This is an optimization exercise on Yosys and OpenROAD, whose aim is small area, a short achievable clock period and few clock cycles, not a production implementation. In this exercise RTL edits were held to simulation tests only and were not proved equivalent to the original. Power figures rest on the tool's default switching activity, not on a simulated workload.

File: config.mk
export PLATFORM = sky130hd
export DESIGN_NAME = gun
export DESIGN_NICKNAME = gun
export VERILOG_FILES = /design/flow/design.v
export SDC_FILE = /design/flow/constraint.sdc
export NUM_CORES = 4
export LEC_CHECK = 0
export CAP_MARGIN = 20
export CORE_MARGIN = 2
export CORE_UTILIZATION = 40
export SETUP_SLACK_MARGIN = 1.2
export SLEW_MARGIN = 20
export SYNTH_HIERARCHICAL = 1
export SYNTH_MINIMUM_KEEP_SIZE = 0
export TNS_END_PERCENT = 10
File: constraint.sdc
create_clock -name core_clock -period 4.0 [get_ports {clk_i}]
set_input_delay 0.8000 -clock core_clock [delete_from_list [all_inputs] [get_ports {clk_i}]]
set_output_delay 0.8000 -clock core_clock [all_outputs]
set_load 0.01 [all_outputs]
File: design.v
module gun_st1(input [7:0] a, input [6:0] b, output [8:0] v);
    reg [5:0] sq;    
    reg [4:0] tr;    
    always @(*) begin
        case (a[5:1])
            5'd0: sq = 6'd0;
            5'd1: sq = 6'd1;
            5'd2: sq = 6'd4;
            5'd3: sq = 6'd9;
            5'd4: sq = 6'd16;
            5'd5: sq = 6'd25;
            5'd6: sq = 6'd36;
            5'd7: sq = 6'd49;
            5'd8: sq = 6'd0;
            5'd9: sq = 6'd17;
            5'd10: sq = 6'd36;
            5'd11: sq = 6'd57;
            5'd12: sq = 6'd16;
            5'd13: sq = 6'd41;
            5'd14: sq = 6'd4;
            5'd15: sq = 6'd33;
            5'd16: sq = 6'd0;
            5'd17: sq = 6'd33;
            5'd18: sq = 6'd4;
            5'd19: sq = 6'd41;
            5'd20: sq = 6'd16;
            5'd21: sq = 6'd57;
            5'd22: sq = 6'd36;
            5'd23: sq = 6'd17;
            5'd24: sq = 6'd0;
            5'd25: sq = 6'd49;
            5'd26: sq = 6'd36;
            5'd27: sq = 6'd25;
            5'd28: sq = 6'd16;
            5'd29: sq = 6'd9;
            5'd30: sq = 6'd4;
            5'd31: sq = 6'd1;
        endcase
        case (a[6:1])
            6'd0: tr = 5'd0;
            6'd1: tr = 5'd1;
            6'd2: tr = 5'd3;
            6'd3: tr = 5'd6;
            6'd4: tr = 5'd10;
            6'd5: tr = 5'd15;
            6'd6: tr = 5'd21;
            6'd7: tr = 5'd28;
            6'd8: tr = 5'd4;
            6'd9: tr = 5'd13;
            6'd10: tr = 5'd23;
            6'd11: tr = 5'd2;
            6'd12: tr = 5'd14;
            6'd13: tr = 5'd27;
            6'd14: tr = 5'd9;
            6'd15: tr = 5'd24;
            6'd16: tr = 5'd8;
            6'd17: tr = 5'd25;
            6'd18: tr = 5'd11;
            6'd19: tr = 5'd30;
            6'd20: tr = 5'd18;
            6'd21: tr = 5'd7;
            6'd22: tr = 5'd29;
            6'd23: tr = 5'd20;
            6'd24: tr = 5'd12;
            6'd25: tr = 5'd5;
            6'd26: tr = 5'd31;
            6'd27: tr = 5'd26;
            6'd28: tr = 5'd22;
            6'd29: tr = 5'd19;
            6'd30: tr = 5'd17;
            6'd31: tr = 5'd16;
            6'd32: tr = 5'd16;
            6'd33: tr = 5'd17;
            6'd34: tr = 5'd19;
            6'd35: tr = 5'd22;
            6'd36: tr = 5'd26;
            6'd37: tr = 5'd31;
            6'd38: tr = 5'd5;
            6'd39: tr = 5'd12;
            6'd40: tr = 5'd20;
            6'd41: tr = 5'd29;
            6'd42: tr = 5'd7;
            6'd43: tr = 5'd18;
            6'd44: tr = 5'd30;
            6'd45: tr = 5'd11;
            6'd46: tr = 5'd25;
            6'd47: tr = 5'd8;
            6'd48: tr = 5'd24;
            6'd49: tr = 5'd9;
            6'd50: tr = 5'd27;
            6'd51: tr = 5'd14;
            6'd52: tr = 5'd2;
            6'd53: tr = 5'd23;
            6'd54: tr = 5'd13;
            6'd55: tr = 5'd4;
            6'd56: tr = 5'd28;
            6'd57: tr = 5'd21;
            6'd58: tr = 5'd15;
            6'd59: tr = 5'd10;
            6'd60: tr = 5'd6;
            6'd61: tr = 5'd3;
            6'd62: tr = 5'd1;
            6'd63: tr = 5'd0;
        endcase
    end
    wire [7:0] s = a[0] ? {tr ^ {a[7], 4'b0000}, 3'b001} : {sq, 2'b00};
    assign v = {2'b00, b} + {1'b0, s};
endmodule
module gun_out(input [14:0] r0, input [5:0] c, output [14:0] y);
    assign y = r0 + {1'b0, c[5], c[4], c[3], c[2], 1'b0, c[1], 1'b0, 1'b0, c[0], 1'b0, 1'b0, 1'b0, 1'b0, 1'b0};
endmodule
module gun(
    input rst_i,
    input clk_i,
    input [15:0] sw_i,
    output busy,
    output [14:0] leds
);
wire [7:0] a = sw_i[15:8];
wire [6:0] b = sw_i[6:0];
reg c1, c2;          
reg [14:0] r0;
reg [14:0] r1;       
wire [8:0] v;
wire [14:0] sum, car;
reg [8:0] vq;         
reg [6:0] aq;         
wire [6:0] ap = {aq[6], aq[5], aq[4], aq[3], aq[2], aq[1], aq[0]};
gun_st1 st1(.a(a), .b(b), .v(v));
gun_out out(.r0(r0), .c({r1[13], r1[12], r1[11], r1[10], r1[8], r1[5]}), .y(leds));
wire [8:0] v2 = vq;
wire xp1 = ap[0] & v2[0];
wire xp2 = ap[0] & v2[1];
wire xp3 = ap[0] & v2[2];
wire xp4 = ap[0] & v2[3];
wire xp5 = ap[0] & v2[4];
wire xp6 = ap[0] & v2[5];
wire xp7 = ap[0] & v2[6];
wire xp8 = ap[0] & v2[7];
wire xp9 = ap[0] & v2[8];
wire xp10 = ap[1] & v2[0];
wire xp11 = ap[1] & v2[1];
wire xp12 = ap[1] & v2[2];
wire xp13 = ap[1] & v2[3];
wire xp14 = ap[1] & v2[4];
wire xp15 = ap[1] & v2[5];
wire xp16 = ap[1] & v2[6];
wire xp17 = ap[1] & v2[7];
wire xp18 = ap[1] & v2[8];
wire xp19 = ap[2] & v2[0];
wire xp20 = ap[2] & v2[1];
wire xp21 = ap[2] & v2[2];
wire xp22 = ap[2] & v2[3];
wire xp23 = ap[2] & v2[4];
wire xp24 = ap[2] & v2[5];
wire xp25 = ap[2] & v2[6];
wire xp26 = ap[2] & v2[7];
wire xp27 = ap[2] & v2[8];
wire xp28 = ap[3] & v2[0];
wire xp29 = ap[3] & v2[1];
wire xp30 = ap[3] & v2[2];
wire xp31 = ap[3] & v2[3];
wire xp32 = ap[3] & v2[4];
wire xp33 = ap[3] & v2[5];
wire xp34 = ap[3] & v2[6];
wire xp35 = ap[3] & v2[7];
wire xp36 = ap[3] & v2[8];
wire xp37 = ap[4] & v2[0];
wire xp38 = ap[4] & v2[1];
wire xp39 = ap[4] & v2[2];
wire xp40 = ap[4] & v2[3];
wire xp41 = ap[4] & v2[4];
wire xp42 = ap[4] & v2[5];
wire xp43 = ap[4] & v2[6];
wire xp44 = ap[4] & v2[7];
wire xp45 = ap[4] & v2[8];
wire xp46 = ap[5] & v2[0];
wire xp47 = ap[5] & v2[1];
wire xp48 = ap[5] & v2[2];
wire xp49 = ap[5] & v2[3];
wire xp50 = ap[5] & v2[4];
wire xp51 = ap[5] & v2[5];
wire xp52 = ap[5] & v2[6];
wire xp53 = ap[5] & v2[7];
wire xp54 = ap[5] & v2[8];
wire xp55 = ap[6] & v2[0];
wire xp56 = ap[6] & v2[1];
wire xp57 = ap[6] & v2[2];
wire xp58 = ap[6] & v2[3];
wire xp59 = ap[6] & v2[4];
wire xp60 = ap[6] & v2[5];
wire xp61 = ap[6] & v2[6];
wire xp62 = ap[6] & v2[7];
wire xp63 = ap[6] & v2[8];
wire xq64 = a[7] & b[0];
wire xq65 = a[7] & b[1];
wire xq66 = a[7] & b[2];
wire xq67 = a[7] & b[3];
wire xq68 = a[7] & b[4];
wire xq69 = a[7] & b[5];
wire xq70 = a[7] & b[6];
wire xs71 = xp10 ^ xp2;
wire xc72 = xp10 & xp2;
wire xs73 = xp11 ^ xp19 ^ xp3;
wire xc74 = (xp11 & xp19) | (xp11 & xp3) | (xp19 & xp3);
wire xs75 = xc72 ^ xs73;
wire xc76 = xc72 & xs73;
wire xs77 = xp12 ^ xp20 ^ xp28;
wire xc78 = (xp12 & xp20) | (xp12 & xp28) | (xp20 & xp28);
wire xs79 = xp4 ^ xc74 ^ xs77;
wire xc80 = (xp4 & xc74) | (xp4 & xs77) | (xc74 & xs77);
wire xs81 = xc76 ^ xs79;
wire xc82 = xc76 & xs79;
wire xs83 = xp13 ^ xp21 ^ xp29;
wire xc84 = (xp13 & xp21) | (xp13 & xp29) | (xp21 & xp29);
wire xs85 = xp37 ^ xp5 ^ xc78;
wire xc86 = (xp37 & xp5) | (xp37 & xc78) | (xp5 & xc78);
wire xs87 = xs83 ^ xc80 ^ xs85;
wire xc88 = (xs83 & xc80) | (xs83 & xs85) | (xc80 & xs85);
wire xs89 = xc82 ^ xs87;
wire xc90 = xc82 & xs87;
wire xs91 = xp14 ^ xp22 ^ xp30;
wire xc92 = (xp14 & xp22) | (xp14 & xp30) | (xp22 & xp30);
wire xs93 = xp38 ^ xp46 ^ xp6;
wire xc94 = (xp38 & xp46) | (xp38 & xp6) | (xp46 & xp6);
wire xs95 = xc84 ^ xs91 ^ xs93;
wire xc96 = (xc84 & xs91) | (xc84 & xs93) | (xs91 & xs93);
wire xs97 = xc86 ^ xs95 ^ xc88;
wire xc98 = (xc86 & xs95) | (xc86 & xc88) | (xs95 & xc88);
wire xs99 = xp15 ^ xp23 ^ xp31;
wire xc100 = (xp15 & xp23) | (xp15 & xp31) | (xp23 & xp31);
wire xs101 = xp39 ^ xp47 ^ xp55;
wire xc102 = (xp39 & xp47) | (xp39 & xp55) | (xp47 & xp55);
wire xs103 = xp7 ^ xc92 ^ xc94;
wire xc104 = (xp7 & xc92) | (xp7 & xc94) | (xc92 & xc94);
wire xs105 = xs101 ^ xs99 ^ xc96;
wire xc106 = (xs101 & xs99) | (xs101 & xc96) | (xs99 & xc96);
wire xs107 = xs103 ^ xs105 ^ xc98;
wire xc108 = (xs103 & xs105) | (xs103 & xc98) | (xs105 & xc98);
wire xs109 = xp16 ^ xp24 ^ xp32;
wire xc110 = (xp16 & xp24) | (xp16 & xp32) | (xp24 & xp32);
wire xs111 = xp40 ^ xp48 ^ xp56;
wire xc112 = (xp40 & xp48) | (xp40 & xp56) | (xp48 & xp56);
wire xs113 = xp8 ^ xc100 ^ xc102;
wire xc114 = (xp8 & xc100) | (xp8 & xc102) | (xc100 & xc102);
wire xs115 = xs109 ^ xs111 ^ xc104;
wire xc116 = (xs109 & xs111) | (xs109 & xc104) | (xs111 & xc104);
wire xs117 = xq64 ^ xs113 ^ xs115;
wire xc118 = (xq64 & xs113) | (xq64 & xs115) | (xs113 & xs115);
wire xs119 = xc106 ^ xs117 ^ xc108;
wire xc120 = (xc106 & xs117) | (xc106 & xc108) | (xs117 & xc108);
wire xs121 = xp17 ^ xp25 ^ xp33;
wire xc122 = (xp17 & xp25) | (xp17 & xp33) | (xp25 & xp33);
wire xs123 = xp41 ^ xp49 ^ xp57;
wire xc124 = (xp41 & xp49) | (xp41 & xp57) | (xp49 & xp57);
wire xs125 = xp9 ^ xc110 ^ xc112;
wire xc126 = (xp9 & xc110) | (xp9 & xc112) | (xc110 & xc112);
wire xs127 = xs121 ^ xs123 ^ xc114;
wire xc128 = (xs121 & xs123) | (xs121 & xc114) | (xs123 & xc114);
wire xs129 = xq65 ^ xs125 ^ xc116;
wire xc130 = (xq65 & xs125) | (xq65 & xc116) | (xs125 & xc116);
wire xs131 = xs127 ^ xc118 ^ xs129;
wire xc132 = (xs127 & xc118) | (xs127 & xs129) | (xc118 & xs129);
wire xs133 = xp18 ^ xp26 ^ xp34;
wire xc134 = (xp18 & xp26) | (xp18 & xp34) | (xp26 & xp34);
wire xs135 = xp42 ^ xp50 ^ xp58;
wire xc136 = (xp42 & xp50) | (xp42 & xp58) | (xp50 & xp58);
wire xs137 = xc122 ^ xc124 ^ xs133;
wire xc138 = (xc122 & xc124) | (xc122 & xs133) | (xc124 & xs133);
wire xs139 = xs135 ^ xc126 ^ xq66;
wire xc140 = (xs135 & xc126) | (xs135 & xq66) | (xc126 & xq66);
wire xs141 = xs137 ^ xc128 ^ xs139;
wire xc142 = (xs137 & xc128) | (xs137 & xs139) | (xc128 & xs139);
wire xs143 = xc130 ^ xs141 ^ xc132;
wire xc144 = (xc130 & xs141) | (xc130 & xc132) | (xs141 & xc132);
wire xs145 = xp27 ^ xp35 ^ xp43;
wire xc146 = (xp27 & xp35) | (xp27 & xp43) | (xp35 & xp43);
wire xs147 = xp51 ^ xp59 ^ xc134;
wire xc148 = (xp51 & xp59) | (xp51 & xc134) | (xp59 & xc134);
wire xs149 = xc136 ^ xs145 ^ xq67;
wire xc150 = (xc136 & xs145) | (xc136 & xq67) | (xs145 & xq67);
wire xs151 = xc138 ^ xs147 ^ xc140;
wire xc152 = (xc138 & xs147) | (xc138 & xc140) | (xs147 & xc140);
wire xs153 = xs149 ^ xc142 ^ xs151;
wire xc154 = (xs149 & xc142) | (xs149 & xs151) | (xc142 & xs151);
wire xs155 = xp36 ^ xp44 ^ xp52;
wire xc156 = (xp36 & xp44) | (xp36 & xp52) | (xp44 & xp52);
wire xs157 = xp60 ^ xc146 ^ xs155;
wire xc158 = (xp60 & xc146) | (xp60 & xs155) | (xc146 & xs155);
wire xs159 = xc148 ^ xq68 ^ xs157;
wire xc160 = (xc148 & xq68) | (xc148 & xs157) | (xq68 & xs157);
wire xs161 = xc150 ^ xs159 ^ xc152;
wire xc162 = (xc150 & xs159) | (xc150 & xc152) | (xs159 & xc152);
wire xs163 = xp45 ^ xp53 ^ xp61;
wire xc164 = (xp45 & xp53) | (xp45 & xp61) | (xp53 & xp61);
wire xs165 = xc156 ^ xs163 ^ xq69;
wire xc166 = (xc156 & xs163) | (xc156 & xq69) | (xs163 & xq69);
wire xs167 = xc158 ^ xs165 ^ xc160;
wire xc168 = (xc158 & xs165) | (xc158 & xc160) | (xs165 & xc160);
wire xs169 = xp54 ^ xp62 ^ xc164;
wire xc170 = (xp54 & xp62) | (xp54 & xc164) | (xp62 & xc164);
wire xs171 = xq70 ^ xs169 ^ xc166;
wire xc172 = (xq70 & xs169) | (xq70 & xc166) | (xs169 & xc166);
wire xt173 = xp63 ^ xc170 ^ xc172;
assign sum = {xt173, xs171, xs167, xc154, xs153, xs143, xs131, xs119, xs107, xc90, xs89, xs81, xs75, xs71, xp1};
assign car = {1'b0, xc168, xc162, xs161, xc144, 1'b0, xc120, 1'b0, 1'b0, xs97, 1'b0, 1'b0, 1'b0, 1'b0, 1'b0};
always @(posedge clk_i) begin
    vq <= v;
    aq <= a[6:0];
end
assign busy = rst_i | c1 | c2;
always @(posedge clk_i) begin
    c1 <= rst_i;
    c2 <= c1 & ~rst_i;
end
always @(posedge clk_i) begin
    if (c2)
        r0 <= sum;
end
always @(posedge clk_i) begin
    if (c2) r1[5] <= car[5];
    if (c2) r1[8] <= car[8];
    if (c2) r1[10] <= car[10];
    if (c2) r1[11] <= car[11];
    if (c2) r1[12] <= car[12];
    if (c2) r1[13] <= car[13];
end
endmodule
File: flow/run.sh
#!/bin/bash
set -euo pipefail
cd "$(dirname "${BASH_SOURCE[0]}")/.."
bash standard.sh finish ADDER_MAP_FILE= "BUFFER_PORTS_ARGS=-buffer_cell sky130_fd_sc_hd__buf_2" > standard_flow.log 2>&1
File: standard.sh
#!/bin/bash
# synth_recipe.tcl (not shown) runs the flow's synth.tcl, then flattens the netlist and writes it again
# the make line also repeats each setting of config.mk as NAME=value (left out here)
make -C /OpenROAD-flow-scripts/flow DESIGN_CONFIG=/design/flow/config.mk WORK_HOME=/design/flow/orfs CLKGATE_MAP_FILE= SYNTH_SCRIPT=/design/flow/synth_recipe.tcl "${@:-finish}"
==> results.json, run 1 <==
{
  "outcome": "finished clean",
  "postCtsHoldBufs": 0,
  "syn_to_final_growth_pct": 9.34,
  "synth_fa_ha_area_share_pct": 9.55,
  "ff2ff_path_depth": 8,
  "worst_pin_slew_ns": 0.897,
  "synthXorXnorAreaFrac_pct": 27.9,
  "max_slew_margin_pct": 40.1,
  "intPower_mw": 1.55,
  "synth_fp_nets": 501,
  "track_usage_pct": 15.6,
  "start_kind": "flop",
  "synthTopCellsByCount": "93 x nand2_1, 64 x xnor2_1, 32 x xor2_1",
  "antenna_found_initial": 0,
  "rsz0062_at_grt": "true",
  "avgSynthCellArea_um2": 8.57,
  "p_seq_share_pct": 27.9,
  "nets": 520,
  "synth-seq-cells": 39,
  "fin_skew_ns": 0.00713,
  "switchingPower_mw": 1.06,
  "grt_pass1_wl_um": 14200,
  "die_x_um": 106,
  "reg2reg_slack_ns": 1.24,
  "drt_iter0_drc": 201,
  "r2r_end": "r1[8]$_DFFE_PP_",
  "setup_tns_ns": 0,
  "die_area_um2": 11200,
  "synthCells": 483,
  "vias_per_cell": 5.19,
  "fmax_mhz": 362,
  "synthTopCellsByArea": "edfxtp_1 15%, xnor2_1 14%, dfxtp_1 8.7%",
  "ctsRootBufferMaster": "clkbuf_8",
  "synthMostInstantiatedCell": "nand2_1",
  "num_vias": 3314,
  "min_period_ns": 2.76,
  "crit_end": "r1[8]$_DFFE_PP_",
  "maxSlewViolCount": 0,
  "die_y_um": 106,
  "antenna_cells": 0,
  "gp_congestion": 0.789,
  "p_sw_share_pct": 40.5,
  "powerDensity_nw_per_um2": 575,
  "io_pins": 34,
  "final_cells": 639,
  "finalCritPeriodShare_pct": 69.0,
  "drv_cap": 0,
  "routed_wl_um": 8330,
  "fin_area_um2": 4530,
  "ys_seq_area_share_pct": 23.9,
  "hold_viol": 0,
  "criticalPathCategory": "reg2reg",
  "arrival_ns": 2.90,
  "hpwl_um": 6380,
  "worst-path-max-fanout": 10,
  "post_synth_num_cell_types": 66,
  "first_pass_iters": 4,
  "h-tree-depth": 2,
  "yosys_most_used_dff": "edfxtp_1",
  "grt_pass1_vias": 3033,
  "cts_buffer_depth": 2,
  "clkTransAtPathRegs_ns": 0.08,
  "synth_compound_area_share_pct": 12.3,
  "synth_area_um2": 4140,
  "setup_viol": 0,
  "core-area_um2": 10200,
  "clkLatencyLatePin_ns": 0.29,
  "floorplan.initialDensity_pct": 40.7,
  "synth_top_family_by_area": "XOR/XNOR gates",
  "startpoint": "vq[1]$_DFF_P_",
  "yosysWarnings": 8,
  "clock-sinks": 39,
  "n_fill_cell": 1018,
  "drive_gt1_share_pct": 18.5,
  "p_leak_nw": 1.80,
  "io_buffers": 32,
  "multi_input_area_um2": 2940,
  "yosysTopAreaCell": "edfxtp_1",
  "cts_tree": "done",
  "ys_async_sr_fraction_pct": 0,
  "reg2reg_from": "vq[1]$_DFF_P_",
  "drtAntennaViolNets": 0,
  "combPwrFrac_pct": 62.3,
  "ir_drop_v": 0.000206,
  "p_clk_share_pct": 9.8,
  "synth_top_area_share_pct": 15.2,
  "regArea_um2": 1040,
  "wl_per_cell_um": 13.0,
  "dp.cells": 620,
  "cp_data_required_time_ns": 4.14,
  "rows": 37,
  "grt.overflow.total": 0,
  "holdCritPathClass": "reg2reg",
  "synth_edf_count": 21,
  "placed_area_um2": 4280,
  "grt_max_degree": 23,
  "yosys.area_share.simple_pct": 19.3,
  "synth_mux_area_share_pct": 1.57,
  "cp-end-kind": "flop",
  "cts_buffers": 5,
  "drcViolationCount": 0,
  "whs_ns": 0.458
}
[power groups by stage]
stage                     Clock, mW  Sequential, mW  Combinational [mW]
after floorplan                   0           0.657                1.38
after global placement            0           0.730                1.56
after detailed placement          0           0.734                1.59
after CTS                     0.262           0.728                1.60
after global routing          0.281           0.745                1.82
final                         0.254           0.727                1.62
[through the flow]
stage | utilization, % | setup WS [ns] | power, mW
4_1_cts | 43.1 | 1.20 | 2.59
2_1_floorplan | - | 1.43 | 2.04
6_report | 44.4 | 1.24 | 2.60
5_1_grt | 44.4 | 1.18 | 2.85
3_3_place_gp | 42.0 | 1.04 | 2.29
3_5_place_dp | 42.0 | 0.971 | 2.33
[worst min path at each step]
stage | from | end | slack, ns | cells past startpoint
after floorplan | c1$_DFF_P_ | c2$_DFF_P_ | 0.43 | 1
after global placement | c1$_DFF_P_ | c2$_DFF_P_ | 0.45 | 1
after detailed placement | c1$_DFF_P_ | c2$_DFF_P_ | 0.45 | 1
after CTS | c1$_DFF_P_ | c2$_DFF_P_ | 0.46 | 1
after global routing | c1$_DFF_P_ | c2$_DFF_P_ | 0.47 | 1
final | c1$_DFF_P_ | c2$_DFF_P_ | 0.46 | 1
[Yosys stat by module, one instance, submodules excluded]
module,cells,copies in the design,flops+latches
gun_out,50,1,0
gun_st1,84,1,0
gun,349,1,39
[state kept, by name, indices dropped and copies added (netlist names)]
name	count
r1	6
aq	7
vq	9
r0	15
c2	1
c1	1
[cell usage in the layout (no fill, tap or decap), drive strengths merged, types with 10 or more instances in the layout]
master and count:
edfxtp 21, nor2 20, dfxtp 18, nand2 94
maj3 38, a21oi 18, xnor2 65, and2 10
inv 10, xor2 32, o21ai 20, buf 43
[critical path, stage by stage, from the launching register on]
cell and delay (ns):
dfxtp_4 0.42, and2_4 0.17, xnor3_2 0.43, maj3_2 0.34
maj3_2 0.33, maj3_2 0.33, maj3_2 0.34, inv_2 0.05
maj3_1 0.20
[cell type report]
cell class / count / area share (%)
clock buffers: 6 / 1.60
flip-flops and latches: 39 / 23.0
inverters: 10 / 0.829
repair buffers: 43 / 5.64
multi-input cells: 403 / 65.0
well taps: 136 / 3.76
clock inverters: 2 / 0.193
[kinds of logic after synthesis]
| kind of cell | after synthesis |
|---|---|
| adder cells (fa/ha/maj) | 38 |
| multiplexers | 6 |
| XOR/XNOR | 110 |
| AND/OR/NAND/NOR | 171 |
| buffers and inverters | 41 |
| flip-flops | 39 |
| AO/OA/AOI/OAI | 78 |
[routing by layer]
metal  global-route usage, %  up-vias  share of wire (%)
li1                        -     1704                  -
met1                    20.5     1523                 47
met2                    25.4       75                 46
met3                    2.54       12                4.7
met4                    6.39        0                2.4
met5                       0        -                  0
[repair_timing]
action                     4_1_cts  5_1_grt
buffers inserted                 0       11
pin swaps                        0        4
gates resized for setup         16       17
setup endpoints to repair        7        6
Testbench counts, summed over its fixed seeds: cycles 6,400.
==> run 2: changes to the inputs <==
--- a/design.v
+++ b/design.v
@@ -125,6 +125,5 @@
 wire [14:0] sum, car;
 reg [8:0] vq;         
-reg [6:0] aq;         
-wire [6:0] ap = {aq[6], aq[5], aq[4], aq[3], aq[2], aq[1], aq[0]};
+wire [6:0] ap = {a[6], a[5], a[4], a[3], a[2], a[1], a[0]};
 gun_st1 st1(.a(a), .b(b), .v(v));
 gun_out out(.r0(r0), .c({r1[13], r1[12], r1[11], r1[10], r1[8], r1[5]}), .y(leds));
@@ -307,5 +306,4 @@
 always @(posedge clk_i) begin
     vq <= v;
-    aq <= a[6:0];
 end
 assign busy = rst_i | c1 | c2;
--- a/config.mk
+++ b/config.mk
@@ -9,7 +9,6 @@
 export CORE_MARGIN = 2
 export CORE_UTILIZATION = 40
-export SETUP_SLACK_MARGIN = 1.2
+export SETUP_SLACK_MARGIN = 1.0
 export SLEW_MARGIN = 20
 export SYNTH_HIERARCHICAL = 1
 export SYNTH_MINIMUM_KEEP_SIZE = 0
-export TNS_END_PERCENT = 10
==> run 2 against run 1 <==
Against the previous run:
- synthesized area shrank 3.4%
- clock skew shrank 0.0019 ns
- critical path type is now in2reg
- via count shrank 0.66%
==> results.json, run 2 <==
{
  "outcome": "finished clean",
  "synth_edf_count": 21,
  "synth-seq-cells": 32,
  "first_pass_iters": 4,
  "drtAntennaViolNets": 0,
  "start_kind": "input pin",
  "vias_per_cell": 5.30,
  "layout_common_cells": "92 x nand2_1, 61 x xnor2_1, 31 x xor2_1, 27 x maj3_1, 26 x buf_2",
  "synthCells": 476,
  "synthTopCellsByCount": "93 x nand2_1, 64 x xnor2_1, 32 x xor2_1",
  "drive_gt1_share_pct": 15.4,
  "final_cells": 621,
  "yosysTopAreaCell": "edfxtp_1",
  "regMostFlops": "r0",
  "fmax_mhz": 340,
  "io_buffers": 32,
  "hold_viol": 0,
  "clkTransAtPathRegs_ns": 0.07,
  "worst_pin_slew_ns": 0.903,
  "hpwl_um": 6260,
  "fin_skew_ns": 0.00521,
  "rsz0062_at_grt": "true",
  "holdCritPathClass": "reg2reg",
  "nets": 505,
  "cts_buffers": 5,
  "min_period_ns": 2.94,
  "top_regs": "r0 x15, vq x9, r1 x6",
  "syn_to_final_growth_pct": 8.66,
  "p_leak_nw": 1.71,
  "clkLatencyLatePin_ns": 0.28,
  "arrival_ns": 2.97,
  "synthMostInstantiatedCell": "nand2_1",
  "ctsRootBufferMaster": "clkbuf_8",
  "drv_cap": 0,
  "powerDensity_nw_per_um2": 604,
  "grt_pass1_wl_um": 14100,
  "drcViolationCount": 0,
  "criticalPathCategory": "in2reg",
  "yosysWarnings": 8,
  "floorplan.initialDensity_pct": 41.1,
  "clock-sinks": 32,
  "core-area_um2": 9730,
  "rows": 36,
  "worst-path-max-fanout": 16,
  "die_x_um": 104,
  "post_synth_num_cell_types": 66,
  "post-cts-setup-buffers": 0,
  "largest_register_ffs": 15,
  "synth_fp_nets": 494,
  "yosys_most_used_dff": "edfxtp_1",
  "drt_iter0_drc": 133,
  "max_slew_margin_pct": 39.7,
  "die_area_um2": 10800,
  "cts_tree": "done",
  "layout_commonest_cell": "nand2_1",
  "die_y_um": 104,
  "avgSynthCellArea_um2": 8.40,
  "num_vias": 3292,
  "io_pins": 34,
  "setup_viol": 0,
  "n_fill_cell": 1013,
  "antenna_cells": 0,
  "maxSlewViolCount": 0,
  "grt_pass1_vias": 3064,
  "antenna_found_initial": 0,
  "gp_congestion": 0.786,
  "cp-end-kind": "flop",
  "h-tree-depth": 2,
  "postCtsHoldBufs": 0,
  "grt_max_degree": 29,
  "track_usage_pct": 15.7,
  "wl_per_cell_um": 13.3,
  "ys_seq_area_share_pct": 21.3,
  "ir_drop_v": 0.000218,
  "ys_async_sr_fraction_pct": 0,
  "dp.cells": 613,
  "setup_tns_ns": 0,
  "synthTopCellsByArea": "edfxtp_1 16%, xnor2_1 14%, nand2_1 8.7%",
  "cp_data_required_time_ns": 4.03,
  "cts_buffer_depth": 2,
  "synth_top_area_share_pct": 15.8,
  "grt.overflow.total": 0,
  "routed_wl_um": 8270,
  "finalCritPeriodShare_pct": 73.4,
  "synth_area_um2": 4000
}
-- run 2: cell types whose count changed after synthesis --
cell     previous run  this run
dfxtp_1            18        11
-- run 2: metrics by stage --
stage | hold WS (ns) | instance area (um2) | utilization [%] | power, mW | setup slack, ns
6_report | 0.459 | 4350 | 44.7 | 2.62 | 1.06
5_1_grt | 0.487 | 4350 | 44.7 | 2.85 | 0.975
4_1_cts | 0.465 | 4290 | 44.1 | 2.62 | 0.996
3_5_place_dp | 0.452 | 4160 | 42.8 | 2.30 | 0.500
3_3_place_gp | 0.451 | 4160 | 42.8 | 2.26 | 0.541
2_1_floorplan | 0.431 | 4000 | - | 2.00 | 1.01
-- run 2: critical path, cell delays in order --
cell and delay [ns]:
clkbuf_4 0.24, nand2_1 0.11, xnor3_1 0.43, or2_0 0.25
a31o_2 0.30, maj3_1 0.35, a21oi_1 0.17, o221ai_1 0.16
xnor2_1 0.17
-- run 2: power by group --
| part | switching, mW | total [mW] | internal (mW) |
|---|---|---|---|
| Clock | 0.123 | 0.308 | 0.185 |
| Combinational | 0.821 | 1.68 | 0.854 |
| Sequential | 0.128 | 0.641 | 0.513 |
-- run 2: final cells by class --
class	instances	area (um2)	area share (%)
Multi-Input combinational cell	403	2970	68.2
Clock buffer	6	72.6	1.67
Clock inverter	2	35.0	0.806
Inverter	10	37.5	0.864
Sequential cell	32	852	19.6
Timing Repair Buffer	35	216	4.98
Tap cell	133	166	3.83
-- run 2: path summary, 6_finish.rpt --
| kind | from | to | slack [ns] | cells past startpoint |
|---|---|---|---|---|
| max | sw_i[14] | r0[9]$_DFFE_PP_ | 1.06 | 9 |
| min | c1$_DFF_P_ | c2$_DFF_P_ | 0.46 | 1 |
| max reg2reg | vq[1]$_DFF_P_ | r0[7]$_DFFE_PP_ | 1.12 | 7 |
| min reg2reg | c1$_DFF_P_ | c2$_DFF_P_ | 0.46 | 1 |
-- run 2: kinds of logic after synthesis --
kind of cell,count (synthesis),share of synthesized area [%]
AOI/OAI and AO/OA,78,12.7
buffers and inverters,41,5.66
DFF,32,21.3
xor gates and xnor gates,110,28.9
muxes,6,1.63
and+or+nand+nor,171,20.0
adders and majority gates,38,9.88
-- run 2: per-module statistics from Yosys (local to each module, per instance) --
| module | copies in the design | cells inside | flip-flops and latches |
|---|---|---|---|
| gun_st1 | 1 | 84 | 0 |
| gun_out | 1 | 50 | 0 |
| gun | 1 | 342 | 32 |
-- run 2: layer usage --
layer	GRT usage [%]	wire (um)	vias to the layer above
met5	0	0	-
met4	4.73	129	0
met3	2.32	370	9
met2	27.8	3990	73
met1	19.8	3780	1551
li1	-	-	1659
-- run 2: repair_timing --
item / 4_1_cts / 5_1_grt
pin swaps: 1 / 0
setup endpoints to repair: 7 / 6
gates cloned: 0 / 0
gates resized for setup: 7 / 12
Testbench counts of run 2, summed over its fixed seeds: cycles 6,400.
==> run 3: changes to the inputs <==
--- a/design.v
+++ b/design.v
@@ -125,5 +125,6 @@
 wire [14:0] sum, car;
 reg [8:0] vq;         
-wire [6:0] ap = {a[6], a[5], a[4], a[3], a[2], a[1], a[0]};
+reg [6:0] aq;         
+wire [6:0] ap = {aq[6], aq[5], aq[4], aq[3], aq[2], aq[1], aq[0]};
 gun_st1 st1(.a(a), .b(b), .v(v));
 gun_out out(.r0(r0), .c({r1[13], r1[12], r1[11], r1[10], r1[8], r1[5]}), .y(leds));
@@ -306,4 +307,5 @@
 always @(posedge clk_i) begin
     vq <= v;
+    aq <= a[6:0];
 end
 assign busy = rst_i | c1 | c2;
==> flow/run.sh (replaced) <==
#!/bin/bash
set -euo pipefail
cd "$(dirname "${BASH_SOURCE[0]}")/.."
bash standard.sh finish ADDER_MAP_FILE= "BUFFER_PORTS_ARGS=-buffer_cell sky130_fd_sc_hd__buf_1" > standard_flow.log 2>&1
--- a/config.mk
+++ b/config.mk
@@ -9,5 +9,5 @@
 export CORE_MARGIN = 2
 export CORE_UTILIZATION = 40
-export SETUP_SLACK_MARGIN = 1.0
+export SETUP_SLACK_MARGIN = 1.2
 export SLEW_MARGIN = 20
 export SYNTH_HIERARCHICAL = 1
==> run 3 against run 2 <==
Against the previous run:
- still clean on timing, DRC and antenna
- sequential share of layout area grew 3.5 points
- register-to-register slack gained 0.16 ns
- critical path depth shrank 1
- synthesized area grew 3.5%
- cell count grew 3.9%
- global-route usage grew 0.22 points
- power grew 1.5%
- setup slack gained 0.22 ns
- sequential power grew 12%
- via count grew 1.0%
- core utilization is essentially flat
- critical endpoint is now r1[8]$_DFFE_PP_
- largest cell class unchanged
- highest routed layer unchanged
==> results.json, run 3 <==
{
  "cp_common_cell": "maj3_2",
  "startpoint": "aq[2]$_DFF_P_",
  "cp-end-kind": "flop",
  "nets": 526,
  "crit_family": "adder cells",
  "wl_per_cell_um": 13.3,
  "cts_buffer_depth": 2,
  "vias_per_cell": 5.16,
  "hpwl_um": 6430,
  "worst-path-max-fanout": 7,
  "holdCritPathClass": "reg2reg",
  "gp_congestion": 0.791,
  "syn_to_final_growth_pct": 9.79,
  "track_usage_pct": 15.9,
  "setup_tns_ns": 0,
  "top_regs": "r0 x15, vq x9, aq x7",
  "yosysTopAreaCell": "edfxtp_1",
  "h-tree-depth": 2,
  "arrival_ns": 2.86,
  "clock-sinks": 39,
  "core-area_um2": 10200,
  "hold_start": "c1$_DFF_P_",
  "antenna_cells": 0,
  "final_cells": 645,
  "outcome": "finished clean",
  "largest_register_ffs": 15,
  "rows": 37,
  "synthCells": 483,
  "max_slew_margin_pct": 40.5,
  "r2r_end": "r1[8]$_DFFE_PP_",
  "clkLatencyLatePin_ns": 0.29,
  "drive_gt1_share_pct": 13.8,
  "ir_drop_v": 0.000212,
  "maxSlewViolCount": 0,
  "cp_data_required_time_ns": 4.14,
  "cts_tree": "done",
  "post_synth_num_cell_types": 66,
  "ff2ff_path_depth": 8,
  "ctsRootBufferMaster": "clkbuf_8",
  "reg2reg_slack_ns": 1.28,
  "clkTransAtPathRegs_ns": 0.07,
  "cp_cell_sequence": "and2_4 > xnor3_2 > maj3_2 > maj3_2 > maj3_2 > maj3_2 > inv_2 > maj3_1",
  "num_vias": 3326,
  "floorplan.initialDensity_pct": 40.7,
  "p_leak_nw": 1.76,
  "avgSynthCellArea_um2": 8.57,
  "die_area_um2": 11200,
  "worst_pin_slew_ns": 0.891,
  "postCtsHoldBufs": 0,
  "layout_common_cells": "93 x nand2_1, 63 x xnor2_1, 32 x xor2_1, 28 x maj3_1, 28 x buf_1",
  "io_buffers": 32,
  "layout_commonest_cell": "nand2_1",
  "grt.overflow.total": 0,
  "drv_cap": 0,
  "yosysWarnings": 8,
  "die_x_um": 106,
  "synth_top_area_share_pct": 15.2,
  "dp.cells": 620,
  "synthMostInstantiatedCell": "nand2_1",
  "ys_seq_area_share_pct": 23.9,
  "fin_skew_ns": 0.00569,
  "powerDensity_nw_per_um2": 586,
  "cts_buffers": 5,
  "synthTopCellsByCount": "93 x nand2_1, 64 x xnor2_1, 32 x xor2_1",
  "worstPathBufferInverterCount": 1,
  "synth_edf_count": 21,
  "finalCritPeriodShare_pct": 68.0,
  "die_y_um": 106,
  "routed_wl_um": 8570,
  "fmax_mhz": 367,
  "grt_pass1_wl_um": 14600,
  "first_pass_iters": 4,
  "io_pins": 34,
  "drtAntennaViolNets": 0,
  "regMostFlops": "r0",
  "hold_depth": 1,
  "drt_iter0_drc": 195,
  "drcViolationCount": 0,
  "slowest_stage": "xnor3_2",
  "criticalPathCategory": "reg2reg",
  "start_kind": "flop",
  "ys_async_sr_fraction_pct": 0,
  "grt_max_degree": 23,
  "critPathMaxStageDelay_ns": 0.44,
  "yosys_most_used_dff": "edfxtp_1",
  "antenna_found_initial": 0,
  "min_period_ns": 2.72,
  "worstHoldEndpoint": "c2$_DFF_P_",
  "synth_area_um2": 4140,
  "grt_pass1_vias": 3081,
  "hold_viol": 0,
  "synth-seq-cells": 39,
  "reg2reg_from": "aq[2]$_DFF_P_",
  "setup_viol": 0,
  "rsz0062_at_grt": "true",
  "synthTopCellsByArea": "edfxtp_1 15%, xnor2_1 14%, dfxtp_1 8.7%",
  "synth_fp_nets": 501
}
run 3: layout make-up:
class / count / area (um2)
tap: 136 / 170
multi-input combinational: 403 / 2930
fill: 1012 / 5640
inverter: 10 / 37.5
timing repair buffer: 49 / 250
clock buffer: 8 / 105
sequential: 39 / 1050
run 3: routing by layer:
layer | vias up | global-route usage, % | part of all wire (%) | wire length, um
met5 | - | 0 | 0 | 0
met4 | 0 | 5.36 | 1.6 | 138
met3 | 10 | 1.92 | 3.1 | 266
met2 | 66 | 26.5 | 46 | 3980
met1 | 1542 | 21.4 | 49 | 4190
li1 | 1708 | - | - | -
run 3: power breakdown:
group | internal [mW] | switching (mW) | leakage, nW
registers | 0.591 | 0.130 | 0.359
clock network | 0.168 | 0.138 | 0.0541
logic | 0.833 | 0.801 | 1.34
run 3: what timing repair did:
item                                    CTS  global route
resized for setup                        17            22
hold endpoints to repair                  0             0
endpoints found under the setup margin    8             8
pin swaps                                 0             2
setup buffers                             2            15
run 3: metrics by stage:
| step | total power, mW | area [um2] | worst slack (ns) | hold slack (ns) | utilization (%) |
|---|---|---|---|---|---|
| after floorplan | 2.04 | 4140 | 1.43 | 0.431 | - |
| after global placement | 2.27 | 4240 | 1.02 | 0.449 | 41.6 |
| after detailed placement | 2.31 | 4240 | 0.975 | 0.455 | 41.6 |
| after CTS | 2.63 | 4390 | 1.19 | 0.470 | 43.1 |
| after global routing | 2.91 | 4550 | 1.18 | 0.490 | 44.6 |
| final | 2.66 | 4550 | 1.28 | 0.465 | 44.6 |
run 3: worst max path at each step:
stage                       endpoint  slack, ns  cells past startpoint
floorplan           r1[10]$_DFFE_PP_       1.43                      9
global placement     r1[8]$_DFFE_PP_       1.02                      8
detailed placement  r1[10]$_DFFE_PP_       0.97                      8
CTS                 r1[10]$_DFFE_PP_       1.19                      8
global route        r1[10]$_DFFE_PP_       1.18                      8
finish               r1[8]$_DFFE_PP_       1.28                      8
run 3: logic make-up after synthesis:
family / Yosys count / synth area share (%)
buffers and inverters: 41 / 5.47
XOR/XNOR: 110 / 27.9
flip-flops: 39 / 23.9
adder cells (fa/ha/maj): 38 / 9.55
AO/OA/AOI/OAI: 78 / 12.3
AND/OR/NAND/NOR: 171 / 19.3
multiplexers: 6 / 1.57
run 3: Yosys stat by module, one instance, submodules excluded:
module,times used,cell area (um2),flip-flops and latches,cells inside
gun_out,1,365,0,50
gun_st1,1,576,0,84
gun,1,3200,39,349
Testbench counts of run 3, summed over its fixed seeds: cycles 6,400.

## static timing again, ports no longer ideal
The flow's constraints put no driver on any port. The routed layouts listed below were extracted and timed again, unchanged, in two steps. Step 1 assumes that a clkbuf_16 drives the clock port and a buf_2 every other input. Step 2, shift: input delay + t, output delay - t, t = (earliest + latest rising clock arrival at the registers) / 2. This alone moves slack from input paths to output paths. Three values: ideal ports, drivers, drivers and shift; two values: the first two.
run | shift t [ns] | slack for setup (ns) | clock arrival spread, ns | worst data-port slew with drivers (ns)
run 1 | 0.324 | 1.239 / 1.239 / 1.239 | 0.007 / 0.008 | 0.03
run 2 | 0.314 | 1.063 / 1.070 / 0.756 | 0.005 / 0.006 | 0.05
run 3 | 0.324 | 1.278 / 1.268 / 1.161 | 0.006 / 0.006 | 0.03
After both steps setup and hold are still met in every run listed. For run 2, which loses most, drivers alone change the setup slack by +0.007 ns; drivers and shift together by -0.307 ns.
